This design comes from an exercise in tuning for small area and a short achievable clock period on the open sky130 flow, not from production work.
Function was checked by simulation only, so behaviour that the tests miss may differ from the original.
Power and IR drop assume default switching activity.

<file path="design.v">
`timescale 1ns / 1ps
module yaklasik_carpma(
    input clk,
    input rst,
    input [31:0] sayi1,
    input [31:0] sayi2,
    output [63:0] tahmini_sonuc
    );
    reg [1:0]  ph;           
    reg        ilk;          
    reg        ilkn;         
    reg [7:0]  ptr;          
    reg [7:0]  gecerli;      
    reg [7:0]  etiket [0:7];
    reg [63:0] veri [0:7];
    reg [7:0]  yaz;          
    reg [7:0]  isabet;       
    reg        son;          
    reg [63:0] cikis;        
    reg [7:0]  osec;         
    reg [31:0] ra;           
    reg [3:0]  rbt;          
    reg [7:0]  bir, iki, eks;   
    reg        ust;          
    reg [48:0] ts, tc;       
    reg [15:0] ls, lc;       
    wire [7:0] tag = {ra[31:28], rbt};
    reg  [7:0] esles;
    integer i;
    always @(*) begin
        for (i = 0; i < 8; i = i + 1)
            esles[i] = gecerli[i] && (etiket[i] == tag);
    end
    wire [15:0] yb = (ph == 2'd0) ? sayi2[15:0] : sayi2[31:16];
    wire [16:0] ybx = {yb, 1'b0};
    reg [7:0] bir_n, iki_n, eks_n;
    always @(*) begin
        for (i = 0; i < 8; i = i + 1) begin
            bir_n[i] = ybx[2*i+1] ^ ybx[2*i];
            iki_n[i] = (ybx[2*i+2] & ~ybx[2*i+1] & ~ybx[2*i]) |
                       (~ybx[2*i+2] & ybx[2*i+1] & ybx[2*i]);
            eks_n[i] = ybx[2*i+2];
        end
    end
    wire [32:0] pp0 = (({33{bir[0]}} & {1'b0, ra}) | ({33{iki[0]}} & {ra, 1'b0})) ^ {33{eks[0]}};
    wire [32:0] pp1 = (({33{bir[1]}} & {1'b0, ra}) | ({33{iki[1]}} & {ra, 1'b0})) ^ {33{eks[1]}};
    wire [32:0] pp2 = (({33{bir[2]}} & {1'b0, ra}) | ({33{iki[2]}} & {ra, 1'b0})) ^ {33{eks[2]}};
    wire [32:0] pp3 = (({33{bir[3]}} & {1'b0, ra}) | ({33{iki[3]}} & {ra, 1'b0})) ^ {33{eks[3]}};
    wire [32:0] pp4 = (({33{bir[4]}} & {1'b0, ra}) | ({33{iki[4]}} & {ra, 1'b0})) ^ {33{eks[4]}};
    wire [32:0] pp5 = (({33{bir[5]}} & {1'b0, ra}) | ({33{iki[5]}} & {ra, 1'b0})) ^ {33{eks[5]}};
    wire [32:0] pp6 = (({33{bir[6]}} & {1'b0, ra}) | ({33{iki[6]}} & {ra, 1'b0})) ^ {33{eks[6]}};
    wire [32:0] pp7 = (({33{bir[7]}} & {1'b0, ra}) | ({33{iki[7]}} & {ra, 1'b0})) ^ {33{eks[7]}};
    wire [31:0] pp8 = {32{ust}} & ra;
    wire [32:0] tsa = ts[48:16] & {33{~ilk}};
    wire [32:0] tca = tc[48:16] & {33{ilkn}};
    wire s1, k2;
    wire s3, k4;
    wire s5, k6;
    wire s7, k8;
    wire s9, k10;
    wire s11, k12;
    wire s13, k14;
    wire s15, k16;
    wire s17, k18;
    wire s19, k20;
    wire s21, k22;
    wire s23, k24;
    wire s25, k26;
    wire s27, k28;
    wire s29, k30;
    wire s31, k32;
    wire s33, k34;
    wire s35, k36;
    wire s37, k38;
    wire s39, k40;
    wire s41, k42;
    wire s43, k44;
    wire s45, k46;
    wire s47, k48;
    wire s49, k50;
    wire s51, k52;
    wire s53, k54;
    wire s55, k56;
    wire s57, k58;
    wire s59, k60;
    wire s61, k62;
    wire s63, k64;
    wire s65, k66;
    wire s67, k68;
    wire s69, k70;
    wire s71, k72;
    wire s73, k74;
    wire s75, k76;
    wire s77, k78;
    wire s79, k80;
    wire s81, k82;
    wire s83, k84;
    wire s85, k86;
    wire s87, k88;
    wire s89, k90;
    wire s91, k92;
    wire s93, k94;
    wire s95, k96;
    wire s97, k98;
    wire s99, k100;
    wire s101, k102;
    wire s103, k104;
    wire s105, k106;
    wire s107, k108;
    wire s109, k110;
    wire s111, k112;
    wire s113, k114;
    wire s115, k116;
    wire s117, k118;
    wire s119, k120;
    wire s121, k122;
    wire s123, k124;
    wire s125, k126;
    wire s127, k128;
    wire s129, k130;
    wire s131, k132;
    wire s133, k134;
    wire s135, k136;
    wire s137, k138;
    wire s139, k140;
    wire s141, k142;
    wire s143, k144;
    wire s145, k146;
    wire s147, k148;
    wire s149, k150;
    wire s151, k152;
    wire s153, k154;
    wire s155, k156;
    wire s157, k158;
    wire s159, k160;
    wire s161, k162;
    wire s163, k164;
    wire s165, k166;
    wire s167, k168;
    wire s169, k170;
    wire s171, k172;
    wire s173, k174;
    wire s175, k176;
    wire s177, k178;
    wire s179, k180;
    wire s181, k182;
    wire s183, k184;
    wire s185, k186;
    wire s187, k188;
    wire s189, k190;
    wire s191, k192;
    wire s193, k194;
    wire s195, k196;
    wire s197, k198;
    wire s199, k200;
    wire s201, k202;
    wire s203, k204;
    wire s205, k206;
    wire s207, k208;
    wire s209, k210;
    wire s211, k212;
    wire s213, k214;
    wire s215, k216;
    wire s217, k218;
    wire s219, k220;
    wire s221, k222;
    wire s223, k224;
    wire s225, k226;
    wire s227, k228;
    wire s229, k230;
    wire s231, k232;
    wire s233, k234;
    wire s235, k236;
    wire s237, k238;
    wire s239, k240;
    wire s241, k242;
    wire s243, k244;
    wire s245, k246;
    wire s247, k248;
    wire s249, k250;
    wire s251, k252;
    wire s253, k254;
    wire s255, k256;
    wire s257, k258;
    wire s259, k260;
    wire s261, k262;
    wire s263, k264;
    wire s265, k266;
    wire s267, k268;
    wire s269, k270;
    wire s271, k272;
    wire s273, k274;
    wire s275, k276;
    wire s277, k278;
    wire s279, k280;
    wire s281, k282;
    wire s283, k284;
    wire s285, k286;
    wire s287, k288;
    wire s289, k290;
    wire s291, k292;
    wire s293, k294;
    wire s295, k296;
    wire s297, k298;
    wire s299, k300;
    wire s301, k302;
    wire s303, k304;
    wire s305, k306;
    wire s307, k308;
    wire s309, k310;
    wire s311, k312;
    wire s313, k314;
    wire s315, k316;
    wire s317, k318;
    wire s319, k320;
    wire s321, k322;
    wire s323, k324;
    wire s325, k326;
    wire s327, k328;
    wire s329, k330;
    wire s331, k332;
    wire s333, k334;
    wire s335, k336;
    wire s337, k338;
    wire s339, k340;
    wire s341, k342;
    wire s343, k344;
    wire s345, k346;
    wire s347, k348;
    wire s349, k350;
    wire s351, k352;
    wire s353, k354;
    wire s355, k356;
    wire s357, k358;
    wire s359, k360;
    wire s361, k362;
    wire s363, k364;
    wire s365, k366;
    wire s367, k368;
    wire s369, k370;
    wire s371, k372;
    wire s373, k374;
    wire s375, k376;
    wire s377, k378;
    wire s379, k380;
    wire s381, k382;
    wire s383, k384;
    wire s385, k386;
    wire s387, k388;
    wire s389, k390;
    wire s391, k392;
    wire s393, k394;
    wire s395, k396;
    wire s397, k398;
    wire s399, k400;
    wire s401, k402;
    wire s403, k404;
    wire s405, k406;
    wire s407, k408;
    wire s409, k410;
    wire s411, k412;
    wire s413, k414;
    wire s415, k416;
    wire s417, k418;
    wire s419, k420;
    wire s421, k422;
    wire s423, k424;
    wire s425, k426;
    wire s427, k428;
    wire s429, k430;
    wire s431, k432;
    wire s433, k434;
    wire s435, k436;
    wire s437, k438;
    wire s439, k440;
    wire s441, k442;
    wire s443, k444;
    wire s445, k446;
    wire s447, k448;
    wire s449, k450;
    wire s451, k452;
    wire s453, k454;
    wire s455, k456;
    wire s457, k458;
    wire s459, k460;
    wire s461, k462;
    wire s463, k464;
    wire s465, k466;
    wire s467, k468;
    wire s469, k470;
    wire s471, k472;
    wire s473, k474;
    wire s475, k476;
    wire s477, k478;
    wire s479, k480;
    wire s481, k482;
    wire s483, k484;
    wire s485, k486;
    wire s487, k488;
    wire s489, k490;
    wire s491, k492;
    wire s493, k494;
    wire s495, k496;
    wire s497, k498;
    wire s499, k500;
    wire s501, k502;
    wire s503, k504;
    wire s505, k506;
    wire s507, k508;
    wire s509, k510;
    wire s511, k512;
    wire s513, k514;
    wire s515, k516;
    wire s517, k518;
    wire s519, k520;
    wire s521, k522;
    wire s523, k524;
    wire s525, k526;
    wire s527, k528;
    wire s529, k530;
    wire s531, k532;
    wire s533, k534;
    wire s535, k536;
    wire s537, k538;
    wire s539, k540;
    wire s541, k542;
    wire s543, k544;
    wire s545, k546;
    wire s547, k548;
    wire s549, k550;
    wire s551, k552;
    wire s553, k554;
    wire s555, k556;
    wire s557, k558;
    wire s559, k560;
    wire s561, k562;
    wire s563, k564;
    wire s565, k566;
    wire s567, k568;
    wire s569, k570;
    wire s571, k572;
    wire s573, k574;
    wire s575, k576;
    wire s577, k578;
    wire s579, k580;
    wire s581, k582;
    wire s583, k584;
    wire s585, k586;
    wire s587, k588;
    wire s589, k590;
    wire s591, k592;
    wire s593, k594;
    wire s595, k596;
    wire s597, k598;
    wire s599, k600;
    wire s601, k602;
    wire s603, k604;
    wire s605, k606;
    wire s607, k608;
    wire s609, k610;
    wire s611, k612;
    wire s613, k614;
    wire s615, k616;
    wire s617, k618;
    wire s619, k620;
    wire s621, k622;
    wire s623, k624;
    wire s625, k626;
    wire s627, k628;
    wire s629, k630;
    wire s631, k632;
    wire s633, k634;
    wire s635, k636;
    wire s637, k638;
    wire s639, k640;
    wire s641, k642;
    wire s643, k644;
    wire s645, k646;
    wire s647, k648;
    wire s649, k650;
    wire s651, k652;
    wire s653, k654;
    wire s655, k656;
    wire s657, k658;
    yarim_toplayici us1 (eks[6], tsa[12], s1, k2);
    yarim_toplayici us3 (tsa[13], tca[13], s3, k4);
    tam_toplayici us5 (eks[7], tsa[14], tca[14], s5, k6);
    yarim_toplayici us7 (pp0[14], pp1[12], s7, k8);
    tam_toplayici us9 (tsa[15], tca[15], pp0[15], s9, k10);
    yarim_toplayici us11 (pp1[13], pp2[11], s11, k12);
    tam_toplayici us13 (tsa[16], tca[16], pp8[0], s13, k14);
    tam_toplayici us15 (pp0[16], pp1[14], pp2[12], s15, k16);
    tam_toplayici us17 (tsa[17], tca[17], pp8[1], s17, k18);
    tam_toplayici us19 (pp0[17], pp1[15], pp2[13], s19, k20);
    yarim_toplayici us21 (pp3[11], pp4[9], s21, k22);
    tam_toplayici us23 (tsa[18], tca[18], pp8[2], s23, k24);
    tam_toplayici us25 (pp0[18], pp1[16], pp2[14], s25, k26);
    tam_toplayici us27 (pp3[12], pp4[10], pp5[8], s27, k28);
    tam_toplayici us29 (tsa[19], tca[19], pp8[3], s29, k30);
    tam_toplayici us31 (pp0[19], pp1[17], pp2[15], s31, k32);
    yarim_toplayici us33 (pp3[13], pp4[11], s33, k34);
    tam_toplayici us35 (tsa[20], tca[20], pp8[4], s35, k36);
    tam_toplayici us37 (pp0[20], pp1[18], pp2[16], s37, k38);
    tam_toplayici us39 (pp3[14], pp4[12], pp5[10], s39, k40);
    tam_toplayici us41 (tsa[21], tca[21], pp8[5], s41, k42);
    tam_toplayici us43 (pp0[21], pp1[19], pp2[17], s43, k44);
    yarim_toplayici us45 (pp3[15], pp4[13], s45, k46);
    tam_toplayici us47 (tsa[22], tca[22], pp8[6], s47, k48);
    tam_toplayici us49 (pp0[22], pp1[20], pp2[18], s49, k50);
    tam_toplayici us51 (pp3[16], pp4[14], pp5[12], s51, k52);
    tam_toplayici us53 (tsa[23], tca[23], pp8[7], s53, k54);
    tam_toplayici us55 (pp0[23], pp1[21], pp2[19], s55, k56);
    yarim_toplayici us57 (pp3[17], pp4[15], s57, k58);
    tam_toplayici us59 (tsa[24], tca[24], pp8[8], s59, k60);
    tam_toplayici us61 (pp0[24], pp1[22], pp2[20], s61, k62);
    tam_toplayici us63 (pp3[18], pp4[16], pp5[14], s63, k64);
    tam_toplayici us65 (tsa[25], tca[25], pp8[9], s65, k66);
    tam_toplayici us67 (pp0[25], pp1[23], pp2[21], s67, k68);
    yarim_toplayici us69 (pp3[19], pp4[17], s69, k70);
    tam_toplayici us71 (tsa[26], tca[26], pp8[10], s71, k72);
    tam_toplayici us73 (pp0[26], pp1[24], pp2[22], s73, k74);
    tam_toplayici us75 (pp3[20], pp4[18], pp5[16], s75, k76);
    tam_toplayici us77 (tsa[27], tca[27], pp8[11], s77, k78);
    tam_toplayici us79 (pp0[27], pp1[25], pp2[23], s79, k80);
    yarim_toplayici us81 (pp3[21], pp4[19], s81, k82);
    tam_toplayici us83 (tsa[28], tca[28], pp8[12], s83, k84);
    tam_toplayici us85 (pp0[28], pp1[26], pp2[24], s85, k86);
    tam_toplayici us87 (pp3[22], pp4[20], pp5[18], s87, k88);
    tam_toplayici us89 (tsa[29], tca[29], pp8[13], s89, k90);
    tam_toplayici us91 (pp0[29], pp1[27], pp2[25], s91, k92);
    yarim_toplayici us93 (pp3[23], pp4[21], s93, k94);
    tam_toplayici us95 (tsa[30], tca[30], pp8[14], s95, k96);
    tam_toplayici us97 (pp0[30], pp1[28], pp2[26], s97, k98);
    tam_toplayici us99 (pp3[24], pp4[22], pp5[20], s99, k100);
    tam_toplayici us101 (tsa[31], tca[31], pp8[15], s101, k102);
    tam_toplayici us103 (pp0[31], pp1[29], pp2[27], s103, k104);
    yarim_toplayici us105 (pp3[25], pp4[23], s105, k106);
    tam_toplayici us107 (tsa[32], tca[32], pp8[16], s107, k108);
    tam_toplayici us109 (pp0[32], pp1[30], pp2[28], s109, k110);
    tam_toplayici us111 (pp3[26], pp4[24], pp5[22], s111, k112);
    tam_toplayici us113 (~eks[0], pp8[17], pp1[31], s113, k114);
    yarim_toplayici us115 (pp2[29], pp3[27], s115, k116);
    tam_toplayici us117 (pp8[18], pp1[32], pp2[30], s117, k118);
    yarim_toplayici us119 (eks[3], tsa[6], s119, k120);
    yarim_toplayici us121 (tsa[7], tca[7], s121, k122);
    tam_toplayici us123 (eks[4], tsa[8], tca[8], s123, k124);
    yarim_toplayici us125 (pp0[8], pp1[6], s125, k126);
    tam_toplayici us127 (tsa[9], tca[9], pp0[9], s127, k128);
    yarim_toplayici us129 (pp1[7], pp2[5], s129, k130);
    tam_toplayici us131 (eks[5], tsa[10], tca[10], s131, k132);
    tam_toplayici us133 (pp0[10], pp1[8], pp2[6], s133, k134);
    yarim_toplayici us135 (pp3[4], pp4[2], s135, k136);
    tam_toplayici us137 (tsa[11], tca[11], pp0[11], s137, k138);
    tam_toplayici us139 (pp1[9], pp2[7], pp3[5], s139, k140);
    yarim_toplayici us141 (pp4[3], pp5[1], s141, k142);
    tam_toplayici us143 (tca[12], pp0[12], pp1[10], s143, k144);
    tam_toplayici us145 (pp2[8], pp3[6], pp4[4], s145, k146);
    tam_toplayici us147 (pp5[2], pp6[0], s1, s147, k148);
    tam_toplayici us149 (pp0[13], pp1[11], pp2[9], s149, k150);
    tam_toplayici us151 (pp3[7], pp4[5], pp5[3], s151, k152);
    tam_toplayici us153 (pp6[1], k2, s3, s153, k154);
    tam_toplayici us155 (pp2[10], pp3[8], pp4[6], s155, k156);
    tam_toplayici us157 (pp5[4], pp6[2], pp7[0], s157, k158);
    tam_toplayici us159 (k4, s5, s7, s159, k160);
    tam_toplayici us161 (pp3[9], pp4[7], pp5[5], s161, k162);
    tam_toplayici us163 (pp6[3], pp7[1], k6, s163, k164);
    tam_toplayici us165 (k8, s11, s9, s165, k166);
    tam_toplayici us167 (pp3[10], pp4[8], pp5[6], s167, k168);
    tam_toplayici us169 (pp6[4], pp7[2], k12, s169, k170);
    tam_toplayici us171 (s13, k10, s15, s171, k172);
    tam_toplayici us173 (pp5[7], pp6[5], pp7[3], s173, k174);
    tam_toplayici us175 (ilkn, s21, k14, s175, k176);
    tam_toplayici us177 (s17, k16, s19, s177, k178);
    tam_toplayici us179 (pp6[6], pp7[4], ilkn, s179, k180);
    tam_toplayici us181 (k22, k18, s23, s181, k182);
    tam_toplayici us183 (k20, s25, s27, s183, k184);
    tam_toplayici us185 (pp5[9], pp6[7], pp7[5], s185, k186);
    tam_toplayici us187 (s33, k24, s29, s187, k188);
    tam_toplayici us189 (k26, k28, s31, s189, k190);
    tam_toplayici us191 (pp6[8], pp7[6], ilkn, s191, k192);
    tam_toplayici us193 (k34, k30, s35, s193, k194);
    tam_toplayici us195 (k32, s37, s39, s195, k196);
    tam_toplayici us197 (pp5[11], pp6[9], pp7[7], s197, k198);
    tam_toplayici us199 (s45, k36, s41, s199, k200);
    tam_toplayici us201 (k38, k40, s43, s201, k202);
    tam_toplayici us203 (pp6[10], pp7[8], ilkn, s203, k204);
    tam_toplayici us205 (k46, k42, s47, s205, k206);
    tam_toplayici us207 (k44, s49, s51, s207, k208);
    tam_toplayici us209 (pp5[13], pp6[11], pp7[9], s209, k210);
    tam_toplayici us211 (s57, k48, s53, s211, k212);
    tam_toplayici us213 (k50, k52, s55, s213, k214);
    tam_toplayici us215 (pp6[12], pp7[10], ilkn, s215, k216);
    tam_toplayici us217 (k58, k54, s59, s217, k218);
    tam_toplayici us219 (k56, s61, s63, s219, k220);
    tam_toplayici us221 (pp5[15], pp6[13], pp7[11], s221, k222);
    tam_toplayici us223 (s69, k60, s65, s223, k224);
    tam_toplayici us225 (k62, k64, s67, s225, k226);
    tam_toplayici us227 (pp6[14], pp7[12], ilkn, s227, k228);
    tam_toplayici us229 (k70, k66, s71, s229, k230);
    tam_toplayici us231 (k68, s73, s75, s231, k232);
    tam_toplayici us233 (pp5[17], pp6[15], pp7[13], s233, k234);
    tam_toplayici us235 (s81, k72, s77, s235, k236);
    tam_toplayici us237 (k74, k76, s79, s237, k238);
    tam_toplayici us239 (pp6[16], pp7[14], ilkn, s239, k240);
    tam_toplayici us241 (k82, k78, s83, s241, k242);
    tam_toplayici us243 (k80, s85, s87, s243, k244);
    tam_toplayici us245 (pp5[19], pp6[17], pp7[15], s245, k246);
    tam_toplayici us247 (s93, k84, s89, s247, k248);
    tam_toplayici us249 (k86, k88, s91, s249, k250);
    tam_toplayici us251 (pp6[18], pp7[16], ilkn, s251, k252);
    tam_toplayici us253 (k94, k90, s95, s253, k254);
    tam_toplayici us255 (k92, s97, s99, s255, k256);
    tam_toplayici us257 (pp5[21], pp6[19], pp7[17], s257, k258);
    tam_toplayici us259 (s105, k96, s101, s259, k260);
    tam_toplayici us261 (k98, k100, s103, s261, k262);
    tam_toplayici us263 (pp6[20], pp7[18], ilkn, s263, k264);
    tam_toplayici us265 (k106, k102, s107, s265, k266);
    tam_toplayici us267 (k104, s109, s111, s267, k268);
    tam_toplayici us269 (pp4[25], pp5[23], pp6[21], s269, k270);
    tam_toplayici us271 (pp7[19], s115, k108, s271, k272);
    tam_toplayici us273 (k110, k112, s113, s273, k274);
    tam_toplayici us275 (pp3[28], pp4[26], pp5[24], s275, k276);
    tam_toplayici us277 (pp6[22], pp7[20], ilkn, s277, k278);
    tam_toplayici us279 (k116, k114, s117, s279, k280);
    tam_toplayici us281 (~eks[1], pp8[19], pp2[31], s281, k282);
    tam_toplayici us283 (pp3[29], pp4[27], pp5[25], s283, k284);
    tam_toplayici us285 (pp6[23], pp7[21], k118, s285, k286);
    tam_toplayici us287 (pp8[20], pp2[32], pp3[30], s287, k288);
    tam_toplayici us289 (pp4[28], pp5[26], pp6[24], s289, k290);
    yarim_toplayici us291 (pp7[22], ilkn, s291, k292);
    tam_toplayici us293 (~eks[2], pp8[21], pp3[31], s293, k294);
    tam_toplayici us295 (pp4[29], pp5[27], pp6[25], s295, k296);
    tam_toplayici us297 (pp8[22], pp3[32], pp4[30], s297, k298);
    yarim_toplayici us299 (pp5[28], pp6[26], s299, k300);
    tam_toplayici us301 (~eks[3], pp8[23], pp4[31], s301, k302);
    yarim_toplayici us303 (pp8[24], pp4[32], s303, k304);
    yarim_toplayici us305 (eks[1], tsa[2], s305, k306);
    yarim_toplayici us307 (tsa[3], tca[3], s307, k308);
    tam_toplayici us309 (eks[2], tsa[4], tca[4], s309, k310);
    yarim_toplayici us311 (pp0[4], pp1[2], s311, k312);
    tam_toplayici us313 (tsa[5], tca[5], pp0[5], s313, k314);
    yarim_toplayici us315 (pp1[3], pp2[1], s315, k316);
    tam_toplayici us317 (tca[6], pp0[6], pp1[4], s317, k318);
    tam_toplayici us319 (pp2[2], pp3[0], s119, s319, k320);
    tam_toplayici us321 (pp0[7], pp1[5], pp2[3], s321, k322);
    tam_toplayici us323 (pp3[1], k120, s121, s323, k324);
    tam_toplayici us325 (pp2[4], pp3[2], pp4[0], s325, k326);
    tam_toplayici us327 (k122, s123, s125, s327, k328);
    tam_toplayici us329 (pp3[3], pp4[1], k124, s329, k330);
    tam_toplayici us331 (k126, s129, s127, s331, k332);
    tam_toplayici us333 (pp5[0], k130, s131, s333, k334);
    tam_toplayici us335 (s135, k128, s133, s335, k336);
    tam_toplayici us337 (k132, k136, s141, s337, k338);
    tam_toplayici us339 (k134, s137, s139, s339, k340);
    tam_toplayici us341 (k142, k138, k140, s341, k342);
    tam_toplayici us343 (s143, s145, s147, s343, k344);
    tam_toplayici us345 (k144, k146, k148, s345, k346);
    tam_toplayici us347 (s149, s151, s153, s347, k348);
    tam_toplayici us349 (k150, k152, k154, s349, k350);
    tam_toplayici us351 (s155, s157, s159, s351, k352);
    tam_toplayici us353 (k156, k158, s161, s353, k354);
    tam_toplayici us355 (s163, k160, s165, s355, k356);
    tam_toplayici us357 (k162, s167, k164, s357, k358);
    tam_toplayici us359 (s169, k166, s171, s359, k360);
    tam_toplayici us361 (k168, s173, k170, s361, k362);
    tam_toplayici us363 (s175, k172, s177, s363, k364);
    tam_toplayici us365 (k174, s179, k176, s365, k366);
    tam_toplayici us367 (s181, k178, s183, s367, k368);
    tam_toplayici us369 (s185, k180, k182, s369, k370);
    tam_toplayici us371 (s187, k184, s189, s371, k372);
    tam_toplayici us373 (k186, s191, k188, s373, k374);
    tam_toplayici us375 (s193, k190, s195, s375, k376);
    tam_toplayici us377 (s197, k192, k194, s377, k378);
    tam_toplayici us379 (s199, k196, s201, s379, k380);
    tam_toplayici us381 (k198, s203, k200, s381, k382);
    tam_toplayici us383 (s205, k202, s207, s383, k384);
    tam_toplayici us385 (s209, k204, k206, s385, k386);
    tam_toplayici us387 (s211, k208, s213, s387, k388);
    tam_toplayici us389 (k210, s215, k212, s389, k390);
    tam_toplayici us391 (s217, k214, s219, s391, k392);
    tam_toplayici us393 (s221, k216, k218, s393, k394);
    tam_toplayici us395 (s223, k220, s225, s395, k396);
    tam_toplayici us397 (k222, s227, k224, s397, k398);
    tam_toplayici us399 (s229, k226, s231, s399, k400);
    tam_toplayici us401 (s233, k228, k230, s401, k402);
    tam_toplayici us403 (s235, k232, s237, s403, k404);
    tam_toplayici us405 (k234, s239, k236, s405, k406);
    tam_toplayici us407 (s241, k238, s243, s407, k408);
    tam_toplayici us409 (s245, k240, k242, s409, k410);
    tam_toplayici us411 (s247, k244, s249, s411, k412);
    tam_toplayici us413 (k246, s251, k248, s413, k414);
    tam_toplayici us415 (s253, k250, s255, s415, k416);
    tam_toplayici us417 (s257, k252, k254, s417, k418);
    tam_toplayici us419 (s259, k256, s261, s419, k420);
    tam_toplayici us421 (k258, s263, k260, s421, k422);
    tam_toplayici us423 (s265, k262, s267, s423, k424);
    tam_toplayici us425 (s269, k264, k266, s425, k426);
    tam_toplayici us427 (s271, k268, s273, s427, k428);
    tam_toplayici us429 (k270, s275, s277, s429, k430);
    tam_toplayici us431 (k272, k274, s279, s431, k432);
    tam_toplayici us433 (k276, s281, s283, s433, k434);
    tam_toplayici us435 (k278, k280, s285, s435, k436);
    tam_toplayici us437 (k282, k284, s287, s437, k438);
    tam_toplayici us439 (s289, s291, k286, s439, k440);
    tam_toplayici us441 (pp7[23], k288, k290, s441, k442);
    tam_toplayici us443 (k292, s293, s295, s443, k444);
    tam_toplayici us445 (pp7[24], ilkn, s299, s445, k446);
    tam_toplayici us447 (k294, k296, s297, s447, k448);
    tam_toplayici us449 (pp5[29], pp6[27], pp7[25], s449, k450);
    tam_toplayici us451 (k300, k298, s301, s451, k452);
    tam_toplayici us453 (pp5[30], pp6[28], pp7[26], s453, k454);
    tam_toplayici us455 (ilkn, s303, k302, s455, k456);
    tam_toplayici us457 (~eks[4], pp8[25], pp5[31], s457, k458);
    tam_toplayici us459 (pp6[29], pp7[27], k304, s459, k460);
    tam_toplayici us461 (pp8[26], pp5[32], pp6[30], s461, k462);
    yarim_toplayici us463 (pp7[28], ilkn, s463, k464);
    tam_toplayici us465 (~eks[5], pp8[27], pp6[31], s465, k466);
    yarim_toplayici us467 (pp8[28], pp6[32], s467, k468);
    yarim_toplayici us469 (eks[0], tsa[0], s469, k470);
    yarim_toplayici us471 (tsa[1], tca[1], s471, k472);
    tam_toplayici us473 (tca[2], pp0[2], pp1[0], s473, k474);
    tam_toplayici us475 (pp0[3], pp1[1], k306, s475, k476);
    tam_toplayici us477 (pp2[0], k308, s309, s477, k478);
    tam_toplayici us479 (k310, k312, s315, s479, k480);
    tam_toplayici us481 (k316, k314, s317, s481, k482);
    tam_toplayici us483 (k318, k320, s321, s483, k484);
    tam_toplayici us485 (k322, k324, s325, s485, k486);
    tam_toplayici us487 (k326, s329, k328, s487, k488);
    tam_toplayici us489 (k330, s333, k332, s489, k490);
    tam_toplayici us491 (k334, s337, k336, s491, k492);
    tam_toplayici us493 (k338, k340, s341, s493, k494);
    tam_toplayici us495 (k342, s345, k344, s495, k496);
    tam_toplayici us497 (k346, s349, k348, s497, k498);
    tam_toplayici us499 (k350, s353, k352, s499, k500);
    tam_toplayici us501 (k354, s357, k356, s501, k502);
    tam_toplayici us503 (k358, s361, k360, s503, k504);
    tam_toplayici us505 (k362, s365, k364, s505, k506);
    tam_toplayici us507 (k366, s369, k368, s507, k508);
    tam_toplayici us509 (k370, s373, k372, s509, k510);
    tam_toplayici us511 (k374, s377, k376, s511, k512);
    tam_toplayici us513 (k378, s381, k380, s513, k514);
    tam_toplayici us515 (k382, s385, k384, s515, k516);
    tam_toplayici us517 (k386, s389, k388, s517, k518);
    tam_toplayici us519 (k390, s393, k392, s519, k520);
    tam_toplayici us521 (k394, s397, k396, s521, k522);
    tam_toplayici us523 (k398, s401, k400, s523, k524);
    tam_toplayici us525 (k402, s405, k404, s525, k526);
    tam_toplayici us527 (k406, s409, k408, s527, k528);
    tam_toplayici us529 (k410, s413, k412, s529, k530);
    tam_toplayici us531 (k414, s417, k416, s531, k532);
    tam_toplayici us533 (k418, s421, k420, s533, k534);
    tam_toplayici us535 (k422, s425, k424, s535, k536);
    tam_toplayici us537 (s429, k426, k428, s537, k538);
    tam_toplayici us539 (s433, k430, k432, s539, k540);
    tam_toplayici us541 (k434, s437, k436, s541, k542);
    tam_toplayici us543 (k438, s441, s443, s543, k544);
    tam_toplayici us545 (s445, k442, k444, s545, k546);
    tam_toplayici us547 (s449, k446, k448, s547, k548);
    tam_toplayici us549 (k450, s453, k452, s549, k550);
    tam_toplayici us551 (k454, s457, s459, s551, k552);
    tam_toplayici us553 (k458, s461, s463, s553, k554);
    tam_toplayici us555 (pp7[29], k462, k464, s555, k556);
    tam_toplayici us557 (pp7[30], ilkn, s467, s557, k558);
    tam_toplayici us559 (~eks[6], pp8[29], pp7[31], s559, k560);
    yarim_toplayici us561 (pp8[30], pp7[32], s561, k562);
    yarim_toplayici us563 (tca[0], pp0[0], s563, k564);
    tam_toplayici us565 (pp0[1], k470, s471, s565, k566);
    tam_toplayici us567 (k472, s305, s473, s567, k568);
    tam_toplayici us569 (s307, k474, s475, s569, k570);
    tam_toplayici us571 (s311, k476, s477, s571, k572);
    tam_toplayici us573 (s313, k478, s479, s573, k574);
    tam_toplayici us575 (s319, k480, s481, s575, k576);
    tam_toplayici us577 (s323, k482, s483, s577, k578);
    tam_toplayici us579 (s327, k484, s485, s579, k580);
    tam_toplayici us581 (k486, s331, s487, s581, k582);
    tam_toplayici us583 (s335, k488, s489, s583, k584);
    tam_toplayici us585 (s339, k490, s491, s585, k586);
    tam_toplayici us587 (s343, k492, s493, s587, k588);
    tam_toplayici us589 (s347, k494, s495, s589, k590);
    tam_toplayici us591 (s351, k496, s497, s591, k592);
    tam_toplayici us593 (k498, s355, s499, s593, k594);
    tam_toplayici us595 (s359, k500, s501, s595, k596);
    tam_toplayici us597 (s363, k502, s503, s597, k598);
    tam_toplayici us599 (s367, k504, s505, s599, k600);
    tam_toplayici us601 (s371, k506, s507, s601, k602);
    tam_toplayici us603 (s375, k508, s509, s603, k604);
    tam_toplayici us605 (s379, k510, s511, s605, k606);
    tam_toplayici us607 (s383, k512, s513, s607, k608);
    tam_toplayici us609 (s387, k514, s515, s609, k610);
    tam_toplayici us611 (s391, k516, s517, s611, k612);
    tam_toplayici us613 (s395, k518, s519, s613, k614);
    tam_toplayici us615 (s399, k520, s521, s615, k616);
    tam_toplayici us617 (s403, k522, s523, s617, k618);
    tam_toplayici us619 (s407, k524, s525, s619, k620);
    tam_toplayici us621 (s411, k526, s527, s621, k622);
    tam_toplayici us623 (s415, k528, s529, s623, k624);
    tam_toplayici us625 (s419, k530, s531, s625, k626);
    tam_toplayici us627 (s423, k532, s533, s627, k628);
    tam_toplayici us629 (s427, k534, s535, s629, k630);
    tam_toplayici us631 (s431, k536, s537, s631, k632);
    tam_toplayici us633 (s435, k538, s539, s633, k634);
    tam_toplayici us635 (s439, k540, s541, s635, k636);
    tam_toplayici us637 (k440, s543, k542, s637, k638);
    tam_toplayici us639 (s447, k544, s545, s639, k640);
    tam_toplayici us641 (s451, k546, s547, s641, k642);
    tam_toplayici us643 (s455, k548, s549, s643, k644);
    tam_toplayici us645 (k456, s551, k550, s645, k646);
    tam_toplayici us647 (k460, s553, k552, s647, k648);
    tam_toplayici us649 (s465, k554, s555, s649, k650);
    tam_toplayici us651 (k466, s557, k556, s651, k652);
    tam_toplayici us653 (k468, s559, k558, s653, k654);
    tam_toplayici us655 (ilkn, s561, k560, s655, k656);
    tam_toplayici us657 (~eks[7], pp8[31], k562, s657, k658);
    wire [48:0] ns, nc;
    assign ns[0] = s563;
    assign nc[0] = s469;
    assign ns[1] = k564;
    assign nc[1] = s565;
    assign ns[2] = k566;
    assign nc[2] = s567;
    assign ns[3] = k568;
    assign nc[3] = s569;
    assign ns[4] = k570;
    assign nc[4] = s571;
    assign ns[5] = k572;
    assign nc[5] = s573;
    assign ns[6] = k574;
    assign nc[6] = s575;
    assign ns[7] = k576;
    assign nc[7] = s577;
    assign ns[8] = k578;
    assign nc[8] = s579;
    assign ns[9] = k580;
    assign nc[9] = s581;
    assign ns[10] = k582;
    assign nc[10] = s583;
    assign ns[11] = k584;
    assign nc[11] = s585;
    assign ns[12] = k586;
    assign nc[12] = s587;
    assign ns[13] = k588;
    assign nc[13] = s589;
    assign ns[14] = k590;
    assign nc[14] = s591;
    assign ns[15] = k592;
    assign nc[15] = s593;
    assign ns[16] = k594;
    assign nc[16] = s595;
    assign ns[17] = k596;
    assign nc[17] = s597;
    assign ns[18] = k598;
    assign nc[18] = s599;
    assign ns[19] = k600;
    assign nc[19] = s601;
    assign ns[20] = k602;
    assign nc[20] = s603;
    assign ns[21] = k604;
    assign nc[21] = s605;
    assign ns[22] = k606;
    assign nc[22] = s607;
    assign ns[23] = k608;
    assign nc[23] = s609;
    assign ns[24] = k610;
    assign nc[24] = s611;
    assign ns[25] = k612;
    assign nc[25] = s613;
    assign ns[26] = k614;
    assign nc[26] = s615;
    assign ns[27] = k616;
    assign nc[27] = s617;
    assign ns[28] = k618;
    assign nc[28] = s619;
    assign ns[29] = k620;
    assign nc[29] = s621;
    assign ns[30] = k622;
    assign nc[30] = s623;
    assign ns[31] = k624;
    assign nc[31] = s625;
    assign ns[32] = k626;
    assign nc[32] = s627;
    assign ns[33] = k628;
    assign nc[33] = s629;
    assign ns[34] = k630;
    assign nc[34] = s631;
    assign ns[35] = k632;
    assign nc[35] = s633;
    assign ns[36] = k634;
    assign nc[36] = s635;
    assign ns[37] = k636;
    assign nc[37] = s637;
    assign ns[38] = k638;
    assign nc[38] = s639;
    assign ns[39] = k640;
    assign nc[39] = s641;
    assign ns[40] = k642;
    assign nc[40] = s643;
    assign ns[41] = k644;
    assign nc[41] = s645;
    assign ns[42] = k646;
    assign nc[42] = s647;
    assign ns[43] = k648;
    assign nc[43] = s649;
    assign ns[44] = k650;
    assign nc[44] = s651;
    assign ns[45] = k652;
    assign nc[45] = s653;
    assign ns[46] = k654;
    assign nc[46] = s655;
    assign ns[47] = k656;
    assign nc[47] = s657;
    assign ns[48] = k658;
    assign nc[48] = 1'b0;
    wire [7:0] okusec = son ? isabet : osec;
    reg [63:0] okunan;
    always @(*) begin
        okunan = 64'd0;
        for (i = 0; i < 8; i = i + 1)
            okunan = okunan | ({64{okusec[i]}} & veri[i]);
    end
    wire [63:0] carpim = {ts[47:0], ls} + {tc[47:0], lc};
    wire [63:0] cikis_y = okunan | ({64{son && isabet == 8'd0}} & carpim);
    wire [63:0] cikis_n;
    sifirla usif[63:0] (.d(cikis_y), .r(rst), .q(cikis_n));
    always @(posedge clk) begin
        ra <= sayi1;
        rbt <= sayi2[31:28];
        bir <= bir_n;
        iki <= iki_n;
        eks <= eks_n;
        ust <= yb[15];
        ts <= ns;
        tc <= nc;
        ls <= ts[15:0];
        lc <= tc[15:0];
        isabet <= esles;
        yaz <= (ph == 2'd2 && esles == 8'd0) ? ptr : 8'd0;
        cikis <= cikis_n;
        if (rst) begin
            ph <= 2'd0;
            ilk <= 1'b0;
            ilkn <= 1'b1;
            son <= 1'b0;
            osec <= 8'd0;
            ptr <= 8'd1;
            gecerli <= 8'd0;
        end else begin
            ph <= ph + 2'd1;
            ilk <= (ph == 2'd0);
            ilkn <= (ph != 2'd0);
            son <= (ph == 2'd2);
            if (son) begin
                osec <= (isabet == 8'd0) ? ptr : isabet;
                if (isabet == 8'd0) begin
                    gecerli <= gecerli | ptr;
                    ptr <= {ptr[6:0], ptr[7]};
                end
            end
        end
    end
    always @(posedge clk) begin
        for (i = 0; i < 8; i = i + 1)
            if (yaz[i]) begin
                veri[i] <= carpim;
                etiket[i] <= tag;
            end
    end
    assign tahmini_sonuc = cikis;
endmodule
module tam_toplayici(input a, input b, input c, output s, output co);
    assign s = a ^ b ^ c;
    assign co = (a & b) | (a & c) | (b & c);
endmodule
module sifirla(input d, input r, output q);
    assign q = d & ~r;
endmodule
module yarim_toplayici(input a, input b, output s, output co);
    assign s = a ^ b;
    assign co = a & b;
endmodule
</file>
<file path="flow/run.sh">
#!/bin/bash
# The standard layout, with timing repair aimed at a tighter slack target
# (repair_timing -setup_margin) so that it also works on paths that already
# meet the clock period.  Everything else is the standard flow.
set -euo pipefail
export SETUP_SLACK_MARGIN=7.5
bash standard.sh > standard_run.log 2>&1
</file>
<file path="standard.sh">
#!/bin/bash
# synth_recipe.tcl (not shown) runs the flow's synth.tcl, then flattens the netlist and writes it again
# the make line also repeats each setting of config.mk as NAME=value (left out here)
make -C /OpenROAD-flow-scripts/flow DESIGN_CONFIG=/design/flow/config.mk WORK_HOME=/design/flow/orfs CLKGATE_MAP_FILE= SYNTH_SCRIPT=/design/flow/synth_recipe.tcl "${@:-finish}"
</file>
<file path="config.mk">
export PLATFORM = sky130hd
export DESIGN_NAME = yaklasik_carpma
export DESIGN_NICKNAME = yaklasik_carpma
export VERILOG_FILES = /design/flow/design.v
export SDC_FILE = /design/flow/constraint.sdc
export NUM_CORES = 4
export LEC_CHECK = 0
export CAP_MARGIN = 20
export CORE_MARGIN = 2
export CORE_UTILIZATION = 30
export SLEW_MARGIN = 20
export SYNTH_HIERARCHICAL = 1
export SYNTH_MINIMUM_KEEP_SIZE = 0
</file>
<file path="constraint.sdc">
create_clock -name core_clock -period 11.0 [get_ports {clk}]
set_input_delay 2.2000 -clock core_clock [delete_from_list [all_inputs] [get_ports {clk}]]
set_output_delay 2.2000 -clock core_clock [all_outputs]
set_load 0.01 [all_outputs]
</file>
==> flow_summary.json, run 1 <==
{
  "h-tree-depth": 3,
  "seq_area_frac_synth": 0.5196,
  "clkPwrFrac": 0.170,
  "insertion_delay_ns": 0.72,
  "ys_ff_latch": 874,
  "rsz0062_at_grt": "yes",
  "clock_skew_ns": 0.04091,
  "required_ns": 11.58,
  "cap_viol_max_count": 0,
  "drc": 0,
  "post-route-period-util": 0.3162,
  "drv_slew": 0,
  "r2r_start": "iki[2]",
  "drt_iter0_markers": 2715,
  "setup_viol_count_final": 0,
  "status": "no timing/DRC/antenna violations",
  "internal_power_mw": 11.18,
  "placed_area_um2": 47790,
  "worstHoldEndpoint": "ls[5]",
  "yosysTopAreaCellShare": 0.3864,
  "async_reset_ff_frac": 0,
  "cp-end-kind": "register",
  "num_rows": 141,
  "area_growth_pct": 15.93,
  "tns_ns": 0,
  "cts.path.max_buffers": 3,
  "cts_sinks": 874,
  "viasPerCell": 5.266,
  "min_from": "ts[5]",
  "routedWlPerCell_um": 23.99,
  "syn_area_per_cell_um2": 13.37,
  "fin_hold_ws_ns": 0.3429,
  "hold_violations": 0,
  "worstPathArrival_ns": 4.06,
  "vias": 28380,
  "slew_headroom": 0.2802,
  "final_common_cell": "edfxtp_1",
  "fmax_ghz": 0.2875,
  "postCtsHoldBufs": 0,
  "synth_cell_types": 83,
  "min_path_cells": 0,
  "p_sw_frac": 0.4115,
  "synth_ff_type": "edfxtp_1",
  "dpl.hpwl_um": 79570,
  "power.share.sequential": 0.305,
  "cts_tree": "yes",
  "routabilityCongestion": 0.8849,
  "min_period_ns": 3.479,
  "grt_use_total": 0.1654,
  "peakVddDrop_v": 0.0002250,
  "root_buffer": "clkbuf_16",
  "numPortBuffers": 129,
  "die_height_um": 390.3,
  "cts.clk_slew.worst_paths_ns": 0.06,
  "p_comb_frac": 0.525,
  "wl_um": 129300,
  "path_class": "register to register",
  "r2r_cells": 8,
  "p_per_area_nw_per_um2": 365.9,
  "firstDrtPassIters": 6,
  "fin_nets": 3842,
  "synth_top_cell_by_area": "edfxtp_1",
  "grt_pass1_vias": 28750,
  "cp-start-kind": "register",
  "synth_edf_count": 576,
  "r2r_end": "tc[32]",
  "min_path_type": "register to register",
  "critPathMaxFanout": 17,
  "io_pins": 130,
  "synth_area_leaders": "edfxtp_1 39%, dfxtp_1 13%, fa_1 13%",
  "die_x_um": 390.3,
  "worst_pin_slew_ns": 1.080,
  "stdcell_area_um2": 51900,
  "syn_inst": 3349,
  "r2r_setup_slack_ns": 7.52,
  "ant_nets": 0,
  "syn-cell-area_um2": 44770,
  "grt_pass1_wl_um": 191200,
  "mostFrequentLayoutCells": "576 x edfxtp_1, 375 x a22oi_1, 325 x xnor2_1, 297 x fa_1, 234 x dfxtp_1",
  "grt.overflow.total": 0,
  "initial_core_util": 0.3024,
  "final_layout_size_suffix_gt1_frac": 0.1298,
  "cts_made_buffers": 92,
  "coreArea_um2": 148000,
  "p_sw_mw": 7.813,
  "yosys_warnings": 9,
  "antenna_found_initial": 6,
  "p_leak_nw": 17.71,
  "grt_start_max_net_pins": 65,
  "synth_fp_nets": 3810,
  "dieArea_um2": 152300
}
## area by class of cell
| class | count | area [um^2] |
|---|---|---|
| Multi-Input combinational cell | 2191 | 20660 |
| Fill cell | 14230 | 96120 |
| Clock inverter | 49 | 614.3 |
| Inverter | 24 | 90.09 |
| Timing Repair Buffer | 198 | 2121 |
| Tap cell | 1930 | 2415 |
| Antenna cell | 2 | 5.005 |
| Sequential cell | 874 | 23450 |
| Clock buffer | 122 | 2547 |
## cell usage after synthesis, types with 5 or more instances
| cell | n |
|---|---|
| a211oi_1 | 8 |
| a21boi_0 | 5 |
| a21o_1 | 40 |
| a21oi_1 | 105 |
| a21oi_2 | 7 |
| a221oi_1 | 68 |
| a22o_1 | 64 |
| a22oi_1 | 377 |
| and2_1 | 81 |
| and3_1 | 13 |
| buf_1 | 38 |
| buf_2 | 7 |
| clkbuf_1 | 203 |
| clkbuf_8 | 5 |
| dfxtp_1 | 298 |
| edfxtp_1 | 576 |
| fa_1 | 298 |
| ha_1 | 97 |
| inv_1 | 24 |
| mux2_2 | 10 |
| mux2i_1 | 17 |
| nand2_1 | 150 |
| nand3_1 | 42 |
| nand4_1 | 68 |
| nor2_1 | 60 |
| nor2b_1 | 38 |
| nor2b_4 | 64 |
| nor3_1 | 14 |
| nor4_1 | 12 |
| o211ai_1 | 9 |
| o21a_1 | 10 |
| o21ai_0 | 50 |
| o21ai_1 | 8 |
| o21bai_1 | 13 |
| or3_1 | 5 |
| xnor2_1 | 340 |
| xor2_1 | 52 |
## per-module statistics from Yosys (local to each module, per instance)
module / flip-flops and latches / copies in the design / area (um^2)
yaklasik_carpma: 874 / 1 / 37540
sifirla: 0 / 64 / 13.76
tam_toplayici: 0 / 297 / 20.02
yarim_toplayici: 0 / 32 / 12.51
## power groups by stage
stage	combinational (mW)	sequential (mW)	clock, mW
3_3_place_gp	9.13	5.89	0
2_1_floorplan	6.50	5.60	0
5_1_grt	11.1	5.82	3.41
3_5_place_dp	9.39	5.89	0
6_report	9.96	5.80	3.23
4_1_cts	9.55	5.81	3.29
## sequential cells by signal (all words and copies together) (netlist names), 16 cells and up
name	count
ra	32
lc	16
etiket	64
tc	48
cikis	64
veri	512
ts	49
ls	16
## per-layer routing
metal	vias to the layer above	routed length [um]	track usage
li1	12380	-	-
met1	14500	56730	0.2312
met2	1267	58680	0.2585
met3	227	10430	0.03548
met4	10	3432	0.04556
met5	-	59	0
## timing repair
item / in CTS / in global routing
pin swaps: 1 / 6
endpoints found under the setup margin: 197 / 136
setup buffers: 7 / 18
hold endpoints to repair: 0 / 0
cloned: 0 / 2
gates resized for setup: 234 / 92
## how the worst max path moves through the flow
stage | end | slack, ns | from | cells after the start
CTS | cikis[51] | 7.47 | tc[8] | 9
finish | tc[32] | 7.52 | iki[2] | 8
detailed placement | tc[32] | 6.94 | eks[7] | 7
floorplan | tc[31] | 7.47 | ra[29] | 10
global placement | tc[33] | 6.90 | eks[7] | 7
global route | cikis[30] | 7.38 | tc[4] | 11
## worst max-delay path, cell delays in order (launching register included)
cell and delay [ns]:
dfxtp_4 0.54, buf_16 0.22, a22oi_1 0.10, xnor2_1 0.20, fa_1 0.48, fa_1 0.47, fa_1 0.40, fa_1 0.51
fa_1 0.42
## stage by stage
stage	setup WS, ns	total power, mW	instances	util
floorplan	7.471	12.10	3349	-
global placement	6.898	15.01	5190	0.3228
detailed placement	6.937	15.28	5190	0.3229
CTS	7.472	18.65	5368	0.3466
global route	7.380	20.32	5388	0.3506
finish	7.521	18.99	5390	0.3506
## kinds of logic (layout without fill, tap and decap cells)
| family | Yosys count | in the layout | synth area share |
|---|---|---|---|
| AO/OA/AOI/OAI | 807 | 807 | 0.1325 |
| XOR/XNOR | 393 | 393 | 0.07706 |
| adder cells (fa/ha/maj) | 395 | 395 | 0.1604 |
| buffers and inverters | 284 | 393 | 0.02597 |
| flip-flops | 874 | 874 | 0.5196 |
| multiplexers | 27 | 27 | 0.006317 |
| other | 1 | 3 | 0.00008377 |
| AND/OR/NAND/NOR | 568 | 568 | 0.07807 |
==> run 2: changes to the inputs <==
==> run.sh (new file) <==
#!/bin/bash
# synth_recipe.tcl (not shown) runs the flow's synth.tcl, then flattens the netlist and writes it again
# the make line also repeats each setting of config.mk as NAME=value (left out here)
make -C /OpenROAD-flow-scripts/flow DESIGN_CONFIG=/design/flow/config.mk WORK_HOME=/design/flow/orfs CLKGATE_MAP_FILE= SYNTH_SCRIPT=/design/flow/synth_recipe.tcl finish
--- a/config.mk
+++ b/config.mk
@@ -8,5 +8,6 @@
 export CAP_MARGIN = 20
 export CORE_MARGIN = 2
-export CORE_UTILIZATION = 30
+export CORE_UTILIZATION = 65
+export CTS_BUF_LIST = sky130_fd_sc_hd__clkbuf_4 sky130_fd_sc_hd__clkbuf_8
 export SLEW_MARGIN = 20
 export SYNTH_HIERARCHICAL = 1
removed: flow/run.sh
removed: standard.sh
==> flow_summary.json, run 2 <==
{
  "dieArea_um2": 70980,
  "grt_pass1_wl_um": 185400,
  "yosys_warnings": 9,
  "yosysTopAreaCellShare": 0.3864,
  "yosys.area_share.adder": 0.1604,
  "firstDrtPassIters": 6,
  "worstPathArrival_ns": 4.61,
  "min_path_type": "register to register",
  "synthSimpleGateAreaFrac": 0.07806,
  "min_period_ns": 3.971,
  "slew_headroom": 0.2168,
  "p_per_area_nw_per_um2": 374.8,
  "insertion_delay_ns": 0.80,
  "cap_viol_max_count": 0,
  "grt_use_total": 0.3505,
  "grt_pass1_vias": 30530,
  "area_growth_pct": 10.76,
  "p_sw_frac": 0.4197,
  "worst_path_most_repeated_cell": "fa_1",
  "hold_violations": 0,
  "slowest_stage": "dfxtp_1",
  "cts_resized": 0,
  "dpl.hpwl_um": 77050,
  "yosysMostFrequentCell": "edfxtp_1",
  "root_buffer": "clkbuf_8",
  "cp-end-kind": "register",
  "initial_core_util": 0.6550,
  "drt_iter0_markers": 3165,
  "top_register": "veri",
  "coreArea_um2": 68350,
  "synth_cell_types": 83,
  "grt.overflow.total": 0,
  "synth_edf_count": 576,
  "largest_register_ffs": 512,
  "synth_ff_type": "edfxtp_1",
  "tns_ns": 0,
  "viasPerCell": 6.681,
  "cp-start-kind": "register",
  "wl_um": 123000,
  "cts_sinks": 874,
  "cts_tree": "yes",
  "ant_nets": 0,
  "die_height_um": 266.4,
  "setup_viol_count_final": 0,
  "p_sw_mw": 7.801,
  "grt_start_max_net_pins": 68,
  "power_mw": 18.59,
  "final_common_cell": "edfxtp_1",
  "final_layout_size_suffix_gt1_frac": 0.1206,
  "vias": 29440,
  "synth_top_family_by_area": "adder cells",
  "postCtsHoldBufs": 0,
  "largest_registers": "veri: 512 flops, cikis: 64 flops, etiket: 64 flops",
  "routabilityCongestion": 0.9368,
  "seq_area_frac_synth": 0.5196,
  "clock_skew_ns": 0.04819,
  "worst_pin_slew_ns": 1.166,
  "synth_commonest_cells": "576 x edfxtp_1, 377 x a22oi_1, 340 x xnor2_1",
  "mostFrequentLayoutCells": "576 x edfxtp_1, 377 x a22oi_1, 340 x xnor2_1, 298 x fa_1, 273 x dfxtp_1",
  "final_util": 0.7255,
  "timing.final.ws_setup_ns": 7.029,
  "numPortBuffers": 129,
  "cts_made_buffers": 143,
  "synth_compound_area_frac": 0.1325,
  "p_leak_nw": 17.34,
  "required_ns": 11.64,
  "synth.area.mux_share": 0.006317,
  "fmax_ghz": 0.2518,
  "synth_area_leaders": "edfxtp_1 39%, dfxtp_1 13%, fa_1 13%",
  "path_class": "register to register",
  "status": "no timing/DRC/antenna violations",
  "die_x_um": 266.4,
  "p_comb_frac": 0.528,
  "fin_nets": 3870,
  "path_cells": "a22oi_1, xnor2_1, fa_1, fa_1, fa_1, fa_1, fa_1",
  "cts.clk_slew.worst_paths_ns": 0.06,
  "cts.path.max_buffers": 3,
  "synth_xor_area_frac": 0.07706,
  "cts_setup_buffers": 0,
  "ys_ff_latch": 874,
  "antenna_found_initial": 1,
  "internal_power_mw": 10.79,
  "syn_area_per_cell_um2": 13.37,
  "rsz0062_at_grt": "no",
  "drv_slew": 0,
  "synth_top_cell_by_area": "edfxtp_1",
  "cp_slowest_stage_delay_ns": 0.96,
  "num_rows": 96,
  "routedWlPerCell_um": 27.92,
  "fin_hold_ws_ns": 0.3219,
  "syn_inst": 3349,
  "post-route-period-util": 0.3610,
  "syn-cell-area_um2": 44770,
  "synth_fp_nets": 3810,
  "critPathMaxFanout": 17,
  "h-tree-depth": 4,
  "power.share.sequential": 0.312,
  "async_reset_ff_frac": 0,
  "place_ws_ns": 6.641,
  "peakVddDrop_v": 0.0002323,
  "io_pins": 130,
  "drc": 0,
  "clkPwrFrac": 0.160
}
run 2: cells by family (layout without fill, tap and decap cells):
| logic type | Yosys count | count (layout) |
|---|---|---|
| other | 1 | 2 |
| AO/OA/AOI/OAI | 807 | 807 |
| XOR/XNOR | 393 | 393 |
| buffers and inverters | 284 | 459 |
| flip-flops | 874 | 874 |
| multiplexers | 27 | 27 |
| AND/OR/NAND/NOR | 568 | 568 |
| adder cells (fa/ha/maj) | 395 | 395 |
run 2: power groups by stage:
stage	logic, mW	registers [mW]	clock network, mW
floorplan	6.50	5.60	0
global placement	9.14	5.83	0
detailed placement	9.60	5.84	0
CTS	9.65	5.78	3.02
global route	10.8	5.82	3.16
finish	9.81	5.80	2.98
run 2: final cells by class:
| class | count | area, um^2 |
|---|---|---|
| clock inverters | 44 | 454.2 |
| diodes | 1 | 2.502 |
| multi-input cells | 2191 | 20350 |
| well taps | 882 | 1104 |
| flip-flops and latches | 874 | 23310 |
| fillers | 4524 | 18760 |
| repair buffers | 175 | 1640 |
| clock buffers | 216 | 2629 |
| inverters | 24 | 90.09 |
run 2: worst max-delay path, delay by kind of cell, from the launching register on:
kind	cells	cell delay [ns]
adder cells (fa/ha/maj)	5	2.39
flip-flops	1	0.96
AO/OA/AOI/OAI	1	0.24
XOR/XNOR	1	0.20
run 2: Yosys stat by module (local to each module, per instance):
module           cells  times used  flip-flops and latches
yarim_toplayici      1          32                       0
yaklasik_carpma   2956           1                     874
tam_toplayici        1         297                       0
sifirla              1          64                       0
run 2: path summary, 6_finish.rpt:
kind	startpoint	endpoint	slack [ns]	depth (start not counted)
max reg2reg	ra[15]	tc[16]	7.03	7
min reg2reg	ts[15]	ls[15]	0.32	0
max	ra[15]	tc[16]	7.03	7
min	ts[15]	ls[15]	0.32	0
run 2: metrics by stage:
stage | std cells | area [um^2]
2_1_floorplan | 3349 | 44770
3_3_place_gp | 4146 | 46490
4_1_cts | 4406 | 49570
6_report | 4407 | 49580
3_5_place_dp | 4146 | 46490
5_1_grt | 4407 | 49580
run 2: per-layer routing:
layer / vias up / global-route usage / wire, um
li1: 12460 / - / -
met1: 14860 / 0.4817 / 49290
met2: 1804 / 0.5456 / 57300
met3: 314 / 0.07049 / 11330
met4: 0 / 0.1579 / 5113
met5: - / 0 / 0
==> run 3: changes to the inputs <==
--- a/config.mk
+++ b/config.mk
@@ -8,6 +8,5 @@
 export CAP_MARGIN = 20
 export CORE_MARGIN = 2
-export CORE_UTILIZATION = 65
-export CTS_BUF_LIST = sky130_fd_sc_hd__clkbuf_4 sky130_fd_sc_hd__clkbuf_8
+export CORE_UTILIZATION = 30
 export SLEW_MARGIN = 20
 export SYNTH_HIERARCHICAL = 1
==> flow_summary.json, run 3 <==
{
  "status": "no timing/DRC/antenna violations",
  "rsz0062_at_grt": "no",
  "viasPerCell": 5.256,
  "yosys_warnings": 9,
  "dpl.hpwl_um": 78610,
  "vias": 28230,
  "worstPathArrival_ns": 1.75,
  "drc": 0,
  "power_mw": 18.41,
  "cts.clk_slew.worst_paths_ns": 0.06,
  "final_util": 0.3440,
  "die_height_um": 390.3,
  "timing.final.ws_setup_ns": 7.052,
  "postCtsHoldBufs": 0,
  "grt_start_max_net_pins": 68,
  "yosysMostFrequentCell": "edfxtp_1",
  "num_rows": 141,
  "synth_cell_types": 83,
  "initial_core_util": 0.3024,
  "synth_fp_nets": 3810,
  "synth_ff_type": "edfxtp_1",
  "required_ns": 8.80,
  "firstDrtPassIters": 6,
  "die_x_um": 390.3,
  "cp-start-kind": "register",
  "p_per_area_nw_per_um2": 361.6,
  "drv_slew": 0,
  "cts_made_buffers": 94,
  "seq_area_frac_synth": 0.5196,
  "ys_ff_latch": 874,
  "cts_tree": "yes",
  "final_layout_size_suffix_gt1_frac": 0.09334,
  "cts_setup_buffers": 0,
  "fin_nets": 3822,
  "final_common_cell": "edfxtp_1",
  "grt_use_total": 0.1635,
  "hold_violations": 0,
  "path_cells": "clkdlybuf4s50_1",
  "synth_commonest_cells": "576 x edfxtp_1, 377 x a22oi_1, 340 x xnor2_1",
  "synth_area_leaders": "edfxtp_1 39%, dfxtp_1 13%, fa_1 13%",
  "syn-cell-area_um2": 44770,
  "p_leak_nw": 17.21,
  "top_register": "veri",
  "synth_edf_count": 576,
  "clock_skew_ns": 0.04455,
  "setup_viol_count_final": 0,
  "routabilityCongestion": 0.8675,
  "tns_ns": 0,
  "worst_pin_slew_ns": 1.097,
  "min_period_ns": 3.948,
  "h-tree-depth": 3,
  "p_sw_frac": 0.4163,
  "insertion_delay_ns": 0.72,
  "syn_inst": 3349,
  "cap_viol_max_count": 0,
  "yosysTopAreaCellShare": 0.3864,
  "routedWlPerCell_um": 23.47,
  "p_comb_frac": 0.516,
  "cts_sinks": 874,
  "min_path_type": "register to register",
  "coreArea_um2": 148000,
  "path_class": "register to primary output",
  "synth_top_cell_by_area": "edfxtp_1",
  "mostFrequentLayoutCells": "576 x edfxtp_1, 377 x a22oi_1, 339 x xnor2_1, 298 x fa_1, 275 x dfxtp_1",
  "peakVddDrop_v": 0.0002034,
  "cp_top_family": "buffers and inverters",
  "cp_slowest_stage_delay_ns": 0.58,
  "crit_buf_inv": 1,
  "power.share.sequential": 0.314,
  "largest_registers": "veri: 512 flops, cikis: 64 flops, etiket: 64 flops",
  "slew_headroom": 0.2632,
  "internal_power_mw": 10.75,
  "grt.overflow.total": 0,
  "critPathMaxFanout": 1,
  "grt_pass1_vias": 28980,
  "place_ws_ns": 6.993,
  "io_pins": 130,
  "wl_um": 126100,
  "clkPwrFrac": 0.170,
  "p_sw_mw": 7.663,
  "drt_iter0_markers": 2989,
  "slowest_stage": "clkdlybuf4s50_1",
  "syn_area_per_cell_um2": 13.37,
  "cp-end-kind": "primary output",
  "async_reset_ff_frac": 0,
  "fmax_ghz": 0.2533,
  "grt_pass1_wl_um": 189800,
  "ant_nets": 0,
  "numPortBuffers": 129,
  "largest_register_ffs": 512,
  "cts_resized": 0,
  "cts.path.max_buffers": 3,
  "area_growth_pct": 13.73,
  "root_buffer": "clkbuf_16",
  "post-route-period-util": 0.3589,
  "dieArea_um2": 152300,
  "antenna_found_initial": 6
}
[run 3: cell counts after synthesis]
Identical to the previous run, type by type.
[run 3: cells by family (layout without fill, tap and decap cells)]
| family | Yosys count | after routing | share of synthesized area |
|---|---|---|---|
| AO/OA/AOI/OAI | 807 | 807 | 0.1325 |
| adder cells (fa/ha/maj) | 395 | 395 | 0.1604 |
| AND/OR/NAND/NOR | 568 | 568 | 0.07807 |
| flip-flops | 874 | 874 | 0.5196 |
| other | 1 | 3 | 0.00008377 |
| multiplexers | 27 | 27 | 0.006317 |
| XOR/XNOR | 393 | 393 | 0.07706 |
| buffers and inverters | 284 | 374 | 0.02597 |
[run 3: cell type report]
type,count,area [um^2]
diodes,2,5.005
clock buffers,115,2484
clock inverters,59,609.3
fillers,14250,97100
inverters,24,90.09
multi-input cells,2191,20350
flip-flops and latches,874,23310
well taps,1930,2415
repair buffers,176,1648
[run 3: modules after synthesis, one instance, submodules excluded]
module / flip-flops and latches / area [um^2] / copies in the design
yaklasik_carpma: 874 / 37540 / 1
tam_toplayici: 0 / 20.02 / 297
sifirla: 0 / 13.76 / 64
yarim_toplayici: 0 / 12.51 / 32
[run 3: metrics by stage]
stage                     hold slack [ns]  cell area, um^2  instances
after floorplan                    0.3345            44770       3349
after global placement             0.3446            47810       5195
after detailed placement           0.3457            47810       5195
after CTS                          0.3572            50900       5369
after global routing               0.3710            50910       5369
final                              0.3554            50910       5371
[run 3: worst paths after layout]
kind             start                 to  slack (ns)  depth (start not counted)
min reg2reg     tc[10]             lc[10]        0.36                          0
min             tc[10]             lc[10]        0.36                          0
max          cikis[46]  tahmini_sonuc[46]        7.05                          1
max reg2reg     bir[1]             tc[33]        7.09                          7
[run 3: power by group through the flow]
stage	Sequential, mW	Combinational (mW)	Clock, mW
2_1_floorplan	5.60	6.50	0
3_3_place_gp	5.83	9.13	0
3_5_place_dp	5.84	9.38	0
4_1_cts	5.77	9.44	3.20
5_1_grt	5.82	10.6	3.32
6_report	5.79	9.49	3.13
[run 3: per-layer routing]
| metal | share of wire | vias up | track usage |
|---|---|---|---|
| met4 | 0.027 | 6 | 0.04830 |
| met2 | 0.45 | 1244 | 0.2586 |
| met3 | 0.082 | 231 | 0.03692 |
| li1 | - | 12340 | - |
| met1 | 0.44 | 14410 | 0.2233 |
| met5 | 0.00028 | - | 0 |
==> run 4: changes to the inputs <==
==> flow/run.sh (new file) <==
#!/bin/bash
# The standard layout, with two changes to how it is made:
# - timing repair aims at a tighter slack target (repair_timing -setup_margin),
#   so that it also works on paths that already meet the clock period;
# - the port buffers are plain buf_1 cells (repair resizes them as needed).
set -euo pipefail
export SETUP_SLACK_MARGIN=7.5
export BUFFER_PORTS_ARGS="-buffer_cell sky130_fd_sc_hd__buf_1"
bash standard.sh > standard_run.log 2>&1
==> standard.sh (new file) <==
#!/bin/bash
# synth_recipe.tcl (not shown) runs the flow's synth.tcl, then flattens the netlist and writes it again
# the make line also repeats each setting of config.mk as NAME=value (left out here)
make -C /OpenROAD-flow-scripts/flow DESIGN_CONFIG=/design/flow/config.mk WORK_HOME=/design/flow/orfs CLKGATE_MAP_FILE= SYNTH_SCRIPT=/design/flow/synth_recipe.tcl "${@:-finish}"
--- a/config.mk
+++ b/config.mk
@@ -9,4 +9,6 @@
 export CORE_MARGIN = 2
 export CORE_UTILIZATION = 30
+export CTS_CLUSTER_DIAMETER = 120
+export CTS_CLUSTER_SIZE = 18
 export SLEW_MARGIN = 20
 export SYNTH_HIERARCHICAL = 1
removed: run.sh
==> flow_summary.json, run 4 <==
{
  "status": "no timing/DRC/antenna violations",
  "path_class": "register to register",
  "worst_pin_slew_ns": 1.071,
  "syn_inst": 3349,
  "wl_um": 126500,
  "syn_area_per_cell_um2": 13.37,
  "regArea_um2": 23450,
  "setup_viol_count_final": 0,
  "cts_tree": "yes",
  "die_x_um": 390.3,
  "largest_register_ffs": 512,
  "insertion_delay_ns": 0.71,
  "p_sw_frac": 0.4246,
  "internal_power_mw": 10.28,
  "area_growth_pct": 11.47,
  "worstPathArrival_ns": 4.03,
  "required_ns": 11.57,
  "r2r_start": "eks[4]",
  "fin_nets": 3821,
  "rsz0062_at_grt": "yes",
  "power.share.sequential": 0.324,
  "critPathMaxFanout": 35,
  "nFillCells": 14430,
  "fmax_ghz": 0.2890,
  "num_rows": 141,
  "min_path_cells": 0,
  "tns_ns": 0,
  "grt_use_total": 0.1618,
  "coreArea_um2": 148000,
  "drv_slew": 0,
  "post-route-period-util": 0.3146,
  "initial_core_util": 0.3024,
  "seq_area_frac_synth": 0.5196,
  "worstHoldEndpoint": "lc[15]",
  "synth_fp_nets": 3810,
  "firstDrtPassIters": 5,
  "min_period_ns": 3.460,
  "yosysMostFrequentCell": "edfxtp_1",
  "yosysTopAreaCellShare": 0.3864,
  "grt_pass1_vias": 28600,
  "r2r_cells": 7,
  "numPortBuffers": 129,
  "r2r_end": "tc[21]",
  "synth_top_cell_by_area": "edfxtp_1",
  "dpl.hpwl_um": 78330,
  "timing.final.ws_setup_ns": 7.540,
  "p_sw_mw": 7.584,
  "peakVddDrop_v": 0.0001932,
  "hold_violations": 0,
  "cap_viol_max_count": 0,
  "cts_made_buffers": 56,
  "ant_nets": 0,
  "slew_headroom": 0.2861,
  "synth_area_leaders": "edfxtp_1 39%, dfxtp_1 13%, fa_1 13%",
  "min_from": "tc[15]",
  "ys_ff_latch": 874,
  "yosys_warnings": 9,
  "routedWlPerCell_um": 23.71,
  "top_register": "veri",
  "r2r_setup_slack_ns": 7.54,
  "p_leak_nw": 16.70,
  "largest_registers": "veri: 512 flops, cikis: 64 flops, etiket: 64 flops",
  "cts.path.max_buffers": 3,
  "place_ws_ns": 6.504,
  "grt_pass1_wl_um": 188000,
  "antenna_found_initial": 5,
  "cts.clk_slew.worst_paths_ns": 0.08,
  "async_reset_ff_frac": 0,
  "p_per_area_nw_per_um2": 357.9,
  "clkPwrFrac": 0.119,
  "cp-start-kind": "register",
  "cts_sinks": 874,
  "synth_ff_type": "edfxtp_1",
  "vias": 28400,
  "p_comb_frac": 0.556,
  "clock_skew_ns": 0.06392,
  "root_buffer": "clkbuf_16",
  "grt.overflow.total": 0,
  "die_height_um": 390.3,
  "drt_iter0_markers": 2912,
  "cp-end-kind": "register",
  "final_common_cell": "edfxtp_1",
  "drc": 0,
  "viasPerCell": 5.321,
  "grt_start_max_net_pins": 66,
  "synth_cell_types": 83,
  "syn-cell-area_um2": 44770,
  "min_path_type": "register to register",
  "synth_commonest_cells": "576 x edfxtp_1, 377 x a22oi_1, 340 x xnor2_1",
  "final_layout_size_suffix_gt1_frac": 0.1069,
  "h-tree-depth": 2,
  "dieArea_um2": 152300,
  "multiInputGateArea_um2": 20700,
  "mostFrequentLayoutCells": "576 x edfxtp_1, 374 x a22oi_1, 319 x xnor2_1, 295 x fa_1, 236 x dfxtp_1",
  "synth_edf_count": 576,
  "routabilityCongestion": 0.8689,
  "io_pins": 130
}
## run 4: metal layers
metal / routed length [um] / GRT usage
met1: 55520 / 0.2288
met2: 57540 / 0.2536
met3: 10720 / 0.03612
met4: 2676 / 0.03419
met5: 55 / 0
## run 4: final cells by class
cell class / instances / share of cell area
timing repair buffer: 213 / 0.03124
sequential: 874 / 0.4699
inverter: 24 / 0.001805
multi-input combinational: 2191 / 0.4148
antenna: 1 / 0.00005015
clock inverter: 8 / 0.002382
clock buffer: 95 / 0.03142
tap: 1930 / 0.04840
## run 4: kinds of logic (layout without fill, tap and decap cells)
group,after synthesis,in the layout,synth area share
buf+inv,284,340,0.02597
compound gates,807,807,0.1325
fa+ha+maj,395,395,0.1604
mux,27,27,0.006317
other cells,1,2,0.00008377
xor+xnor,393,393,0.07706
simple gates,568,568,0.07807
flops,874,874,0.5196
## run 4: modules after synthesis, one instance, submodules excluded
| module | cell area, um^2 | cells inside | copies in the design | flops+latches |
|---|---|---|---|---|
| yaklasik_carpma | 37540 | 2956 | 1 | 874 |
| tam_toplayici | 20.02 | 1 | 297 | 0 |
| sifirla | 13.76 | 1 | 64 | 0 |
| yarim_toplayici | 12.51 | 1 | 32 | 0 |
## run 4: worst max-delay path by stage
stage                start        end  slack (ns)
finish              eks[4]     tc[21]        7.54
global route         tc[4]  cikis[34]        7.47
CTS                  ls[0]  cikis[20]        7.43
detailed placement     rst   cikis[0]        6.50
global placement       rst   cikis[2]        6.56
floorplan           ra[29]     tc[31]        7.47
## run 4: power groups by stage
stage               combinational [mW]  clock, mW  sequential [mW]
global placement                  9.00          0             5.88
CTS                               9.47       2.19             5.79
global route                      11.1       2.31             5.81
finish                            9.94       2.13             5.79
detailed placement                9.26          0             5.89
floorplan                         6.50          0             5.60
## run 4: metrics by stage
stage                     hold slack (ns)  total power [mW]    util  instances  cell area, um^2
after floorplan                    0.3345             12.10       -       3349            44870
after global placement             0.3440             14.88  0.3175       5192            46990
after detailed placement           0.3529             15.15  0.3175       5192            46990
after CTS                          0.3651             17.46  0.3316       5304            49080
after global routing               0.3698             19.24  0.3371       5335            49900
final                              0.3636             17.86  0.3371       5336            49900
## run 4: worst max-delay path: stages, from the launching register on
cell,delay (ns)
dfxtp_2,0.33
clkbuf_8,0.40
xnor2_1,0.17
fa_1,0.55
fa_1,0.48
fa_1,0.41
fa_1,0.51
fa_1,0.43
## run 4: timing repair
item / in CTS / in global routing
hold buffers: 0 / 0
gates resized for setup: 76 / 107
setup endpoints to repair: 146 / 205
buffers inserted: 9 / 27
pin swaps: 0 / 11
gates cloned: 0 / 4

Re-timed with assumed drivers on the ports (clkbuf_16 on the clock, buf_2 on other inputs), run 4 has 7.538 ns of setup slack against 7.540 ns with ideal ports, and 6.938 ns once port delays also move by the mid clock arrival of 0.755 ns.
